This design comes from an exercise in tuning for small area and a short achievable clock period on the open sky130 flow, not from production work.
RTL that was checked went through simulation tests only; none was proved equivalent to the original.
Power and IR drop assume default switching activity.

==> inputs of cedar <==
// floatingPointAdder
module floatingPointAdder(input [31:0] in1, input [31:0] in2, input clk, input reset, output ResultSign1bit, output [7:0] ResultExponent8bits, output [24:0] ResultFraction25bits);
clock: 11.0 ns
lec_check: 0
abc_area: 1
cap_margin: 20
core_margin: 2
core_utilization: 70
cts_buf_list: sky130_fd_sc_hd__clkbuf_4 sky130_fd_sc_hd__clkbuf_8
place_density: 0.8
setup_slack_margin: 5
slew_margin: 20
standard.sh (not shown) runs the stock make flow with config.mk's settings and CLKGATE_MAP_FILE= SYNTH_SCRIPT=/design/flow/synth_recipe.tcl, a recipe that flattens the netlist after the stock synthesis.
==> flow/flow/run.sh <==
#!/bin/bash
# Standard layout with two changes: synthesis maps the logic with the ABC script
# in flow/abc_area.script (area-oriented mapping, then gate sizing), and the
# ports get a plain buf_2 as their buffer.
set -e
rm -rf scripts_mod
cp -r "$FLOW_HOME/scripts" scripts_mod
cp flow/abc_area.script scripts_mod/abc_area.script
export BUFFER_PORTS_ARGS="-buffer_cell sky130_fd_sc_hd__buf_2"
SCRIPTS_DIR=$PWD/scripts_mod bash standard.sh synth > synth.log 2>&1
bash standard.sh > standard.log 2>&1
==> flow/flow/abc_area.script <==
strash
dch
map -D 2500
topo
stime -c
buffer -c
upsize -c -D 2500
dnsize -c -D 2500
==> delta (differences from cedar) <==
==> flow/flow/abc_area.script (replaced) <==
strash
dch
map -a
topo
stime -c
buffer -c
upsize -c
dnsize -c
--- a/flow/config.mk
+++ b/flow/config.mk
@@ -9,7 +9,9 @@
 export CAP_MARGIN = 20
 export CORE_MARGIN = 2
 export CORE_UTILIZATION = 70
-export CTS_BUF_LIST = sky130_fd_sc_hd__clkbuf_4 sky130_fd_sc_hd__clkbuf_8
+export CTS_BUF_LIST = sky130_fd_sc_hd__clkbuf_8
+export CTS_CLUSTER_DIAMETER = 100
+export CTS_CLUSTER_SIZE = 30
 export PLACE_DENSITY = 0.8
 export SETUP_SLACK_MARGIN = 5
 export SLEW_MARGIN = 20
==> summary.txt <==
metric                                                              delta         cedar
Worst Max-Slew Pin Slew                                            905 ps        727 ps
Met2 routed wirelength                                            6930 um       7250 um
Result of the run                                timing/DRC/antenna clean  timing/DRC/antenna clean
Dpl cell area                                                0.00597 mm^2  0.00591 mm^2
Cell count after synthesis                                            821           817
Wire length of the first global-routing pass                     25300 um      24600 um
Power in sequential cells                                          243 uW        242 uW
Proportion of power drawn by combinational gates                    0.533         0.495
CP Data Arrival Time                                              3520 ps       3600 ps
Placement Setup Slack                                             4640 ps       4610 ps
DIE AREA                                                     0.00855 mm^2  0.00842 mm^2
Vias in the first global route                                       5497          5442
Share of the final layout cell area in multi-input gates            0.608         0.605
Synthesized-area fraction occupied by and/or/nand/nor cells         0.167         0.177
Footprint of the multi-input gates                           0.00377 mm^2  0.00375 mm^2
Worst Hold Margin                                                 2110 ps       2120 ps
Syn nets                                                              953           949
No functional check of the RTL was part of any run of this note.

---

==> run a <==
Another version of the RTL of floatingPointAdder (not shown whole).
==> module floatingPointAdder, before the edit <==
module floatingPointAdder(input [31:0] in1, input [31:0] in2, input clk, input reset, output ResultSign1bit, output [7:0] ResultExponent8bits, output [24:0] ResultFraction25bits);
	wire        sub    = in1[31] ^ in2[31];
	wire [8:0]  d12    = {1'b0, in1[30:23]} - {1'b0, in2[30:23]};
	wire [7:0]  d21    = in2[30:23] - in1[30:23];
	wire        swap   = d12[8];                        
	wire [7:0]  absd   = swap ? d21 : d12[7:0];         
	wire [7:0]  expBig = swap ? in2[30:23] : in1[30:23];
	wire [22:0] fBig   = swap ? in2[22:0] : in1[22:0];
	wire        sBig   = swap ? in2[31] : in1[31];
	wire [23:0] sSm    = {1'b1, swap ? in1[22:0] : in2[22:0]} ^ {24{sub}};
	wire [23:0] l0     = absd[0] ? {sub, sSm[23:1]}        : sSm;
	wire [23:0] l1     = absd[1] ? {{2{sub}}, l0[23:2]}    : l0;
	wire [23:0] l2     = absd[2] ? {{4{sub}}, l1[23:4]}    : l1;
	wire [23:0] l3     = absd[3] ? {{8{sub}}, l2[23:8]}    : l2;
	wire [23:0] l4     = absd[4] ? {{16{sub}}, l3[23:16]}  : l3;
	wire [23:0] sAl    = (absd[7:5] != 0) ? {24{sub}} : l4;
	reg  [7:0]  rExp;
	reg  [22:0] rBig;
	reg  [23:0] rSm;
	reg         rSub, rSBig;
	always @(posedge clk) begin
		if (reset) begin
			rExp  <= 8'd0;
			rBig  <= 23'd0;
			rSm   <= 24'h800000;
			rSub  <= 1'b0;
			rSBig <= 1'b0;
		end else begin
			rExp  <= expBig;
			rBig  <= fBig;
			rSm   <= sAl;
			rSub  <= sub;
			rSBig <= sBig;
		end
	end
	wire        neg, zero;
	eacAdd ADD({1'b1, rBig}, rSm, rSub, ResultFraction25bits, neg, zero);
	assign ResultSign1bit       = (rSBig ^ neg) & ~zero;
	assign ResultExponent8bits  = rExp;
endmodule
Settings: LEC_CHECK=0, ABC_AREA=1, CAP_MARGIN=20, CORE_MARGIN=2, CORE_UTILIZATION=85, CTS_BUF_LIST=sky130_fd_sc_hd__clkbuf_4 sky130_fd_sc_hd__clkbuf_8, PLACE_DENSITY=0.9, SETUP_SLACK_MARGIN=5, SLEW_MARGIN=20; clock period 11.0 ns.
==> flow/flow/run.sh <==
#!/bin/bash
# Standard layout with two changes: synthesis maps the logic with the ABC script
# in flow/abc_area.script (area-oriented mapping, then gate sizing), and the
# ports get a plain buf_2 as their buffer.
set -e
rm -rf scripts_mod
cp -r "$FLOW_HOME/scripts" scripts_mod
cp flow/abc_area.script scripts_mod/abc_area.script
export BUFFER_PORTS_ARGS="-buffer_cell sky130_fd_sc_hd__buf_2"
export CTS_ARGS="-sink_clustering_enable -repair_clock_nets -buf_list {sky130_fd_sc_hd__clkbuf_4 sky130_fd_sc_hd__clkbuf_8} -dont_use_dummy_load"
SCRIPTS_DIR=$PWD/scripts_mod bash standard.sh synth > synth.log 2>&1
bash standard.sh > standard.log 2>&1
==> flow/flow/abc_area.script <==
strash
dch
map -a
topo
stime -c
buffer -c
upsize -c
dnsize -c
==> run b: changes against run a <==
--- a/flow/design.v
+++ b/flow/design.v
@@ -317,13 +317,12 @@
 module floatingPointAdder(input [31:0] in1, input [31:0] in2, input clk, input reset, output ResultSign1bit, output [7:0] ResultExponent8bits, output [24:0] ResultFraction25bits);
 	wire        sub    = in1[31] ^ in2[31];
 	wire [8:0]  d12    = {1'b0, in1[30:23]} - {1'b0, in2[30:23]};
-	wire [7:0]  d21    = in2[30:23] - in1[30:23];
 	wire        swap   = d12[8];                        
-	wire [7:0]  absd   = swap ? d21 : d12[7:0];         
+	wire [7:0]  absd   = d12[7:0] ^ {8{swap}};
 	wire [7:0]  expBig = swap ? in2[30:23] : in1[30:23];
 	wire [22:0] fBig   = swap ? in2[22:0] : in1[22:0];
 	wire        sBig   = swap ? in2[31] : in1[31];
-	wire [23:0] sSm    = {1'b1, swap ? in1[22:0] : in2[22:0]} ^ {24{sub}};
+	wire [23:0] sSm    = (swap ? {2'b01, in1[22:1]} : {1'b1, in2[22:0]}) ^ {24{sub}};
 	wire [23:0] l0     = absd[0] ? {sub, sSm[23:1]}        : sSm;
 	wire [23:0] l1     = absd[1] ? {{2{sub}}, l0[23:2]}    : l0;
 	wire [23:0] l2     = absd[2] ? {{4{sub}}, l1[23:4]}    : l1;
==> flow/flow/abc_area.script (replaced) <==
strash
dch
map -D 2000
topo
stime -c
buffer -c
upsize -c -D 2000
dnsize -c -D 2000
CORE_UTILIZATION = 70   (was 85)
PLACE_DENSITY = 0.8   (was 0.9)
==> run c: changes against run a <==
--- a/flow/design.v
+++ b/flow/design.v
@@ -317,13 +317,12 @@
 module floatingPointAdder(input [31:0] in1, input [31:0] in2, input clk, input reset, output ResultSign1bit, output [7:0] ResultExponent8bits, output [24:0] ResultFraction25bits);
 	wire        sub    = in1[31] ^ in2[31];
 	wire [8:0]  d12    = {1'b0, in1[30:23]} - {1'b0, in2[30:23]};
-	wire [7:0]  d21    = in2[30:23] - in1[30:23];
 	wire        swap   = d12[8];                        
-	wire [7:0]  absd   = swap ? d21 : d12[7:0];         
+	wire [7:0]  absd   = d12[7:0] ^ {8{swap}};
 	wire [7:0]  expBig = swap ? in2[30:23] : in1[30:23];
 	wire [22:0] fBig   = swap ? in2[22:0] : in1[22:0];
 	wire        sBig   = swap ? in2[31] : in1[31];
-	wire [23:0] sSm    = {1'b1, swap ? in1[22:0] : in2[22:0]} ^ {24{sub}};
+	wire [23:0] sSm    = (swap ? {2'b01, in1[22:1]} : {1'b1, in2[22:0]}) ^ {24{sub}};
 	wire [23:0] l0     = absd[0] ? {sub, sSm[23:1]}        : sSm;
 	wire [23:0] l1     = absd[1] ? {{2{sub}}, l0[23:2]}    : l0;
 	wire [23:0] l2     = absd[2] ? {{4{sub}}, l1[23:4]}    : l1;
==> flow/flow/run.sh (replaced) <==
#!/bin/bash
# Standard layout with these changes: synthesis maps the logic with the ABC
# script in flow/abc_area.script (delay-bounded area mapping, then gate
# sizing); input ports get a buf_1 and output ports a buf_2 as their buffer;
# clock tree synthesis adds no dummy loads.
set -e
rm -rf scripts_mod
cp -r "$FLOW_HOME/scripts" scripts_mod
cp flow/abc_area.script scripts_mod/abc_area.script
export BUFFER_PORTS_ARGS="-buffer_cell sky130_fd_sc_hd__buf_1"
export POST_GLOBAL_PLACE_TCL=$PWD/flow/post_gpl.tcl
export CTS_ARGS="-sink_clustering_enable -repair_clock_nets -buf_list {sky130_fd_sc_hd__clkbuf_4 sky130_fd_sc_hd__clkbuf_8} -dont_use_dummy_load"
SCRIPTS_DIR=$PWD/scripts_mod bash standard.sh synth > synth.log 2>&1
bash standard.sh > standard.log 2>&1
==> flow/flow/abc_area.script (replaced) <==
strash
dch
map -D 2000
topo
stime -c
buffer -c
upsize -c -D 2000
dnsize -c -D 2000
==> flow/flow/post_gpl.tcl (new file) <==
# The ports were buffered with buf_1; the output ports drive the external
# load, so their buffers become buf_2.
foreach inst [get_cells output*] {
  replace_cell $inst sky130_fd_sc_hd__buf_2
}
CORE_UTILIZATION = 60   (was 85)
PLACE_DENSITY = 0.7   (was 0.9)
==> summary.txt <==
Between run b and run c, the lower core utilization is in run c (gap 14 points).
Setup slack: run c is higher than run b (0.12 ns).
In clock-buffer cell count, run c and run b do not differ.
Against run b, the die area of run c is larger by about 16%.
Run a stopped in global placement (3_3_place_gp). Run b ran to the end with no violations. Run c completed without violations.
==> figures <==
| metric | run c | run b | run a |
|---|---|---|---|
| Run status | timing/DRC/antenna clean | timing/DRC/antenna clean | aborted with a tool error |
| Stage where the flow stopped | - | - | global placement (3_3_place_gp) |
| Flip-flop count of the largest register after layout | 24 | 24 | - |
| Detailed-route vias per instance | 5.63 | 5.85 | - |
| Met1 WL | 6.44 mm | 5.79 mm | - |
| Number of antenna violations at the first check in global routing | 0 | 1 | - |
| First-pass GRT wire length | 23.1 mm | 22.5 mm | - |
| Most common cell after layout, fill and taps aside | sky130_fd_sc_hd__nand2_1 | sky130_fd_sc_hd__nand2_1 | - |
| Mean Syn Cell Area | 6.80 sq um | 6.80 sq um | 6.75 sq um |
| Vias in the first global route | 4,778 | 4,859 | - |
| Relative area of non-clock buffer cells in the final design | 8.60% | 9.69% | - |

## separate check: timing with driven ports
How much do the figures lean on ideal ports? The routed layouts below were timed once more, with nothing changed but the port constraints. Step 1, drivers: a clkbuf_16 drives clk and a buf_2 each remaining input, both assumed. Step 2, shift: input delay + t, output delay - t, t = (earliest + latest rising clock arrival at the registers) / 2. This alone moves slack from input paths to output paths. a / b / c = ideal ports / drivers / drivers and shift; a / b = the first two.
run	t (ns)	slack for setup (ns)	clock arrival spread, ns	worst slew at a driven data input, ns
cedar	0.366	5.201 / 5.170 / 4.936	0.011 / 0.011	0.04
delta	0.382	5.278 / 5.246 / 4.969	0.019 / 0.018	0.05
run b	0.359	5.144 / 5.114 / 4.930	0.015 / 0.015	0.04
run c	0.363	5.269 / 5.277 / 4.914	0.025 / 0.025	0.04
After both steps every run listed still meets setup and hold. The setup slack of run c, which loses most, moves by +0.008 ns with the drivers and by -0.355 ns with both steps.
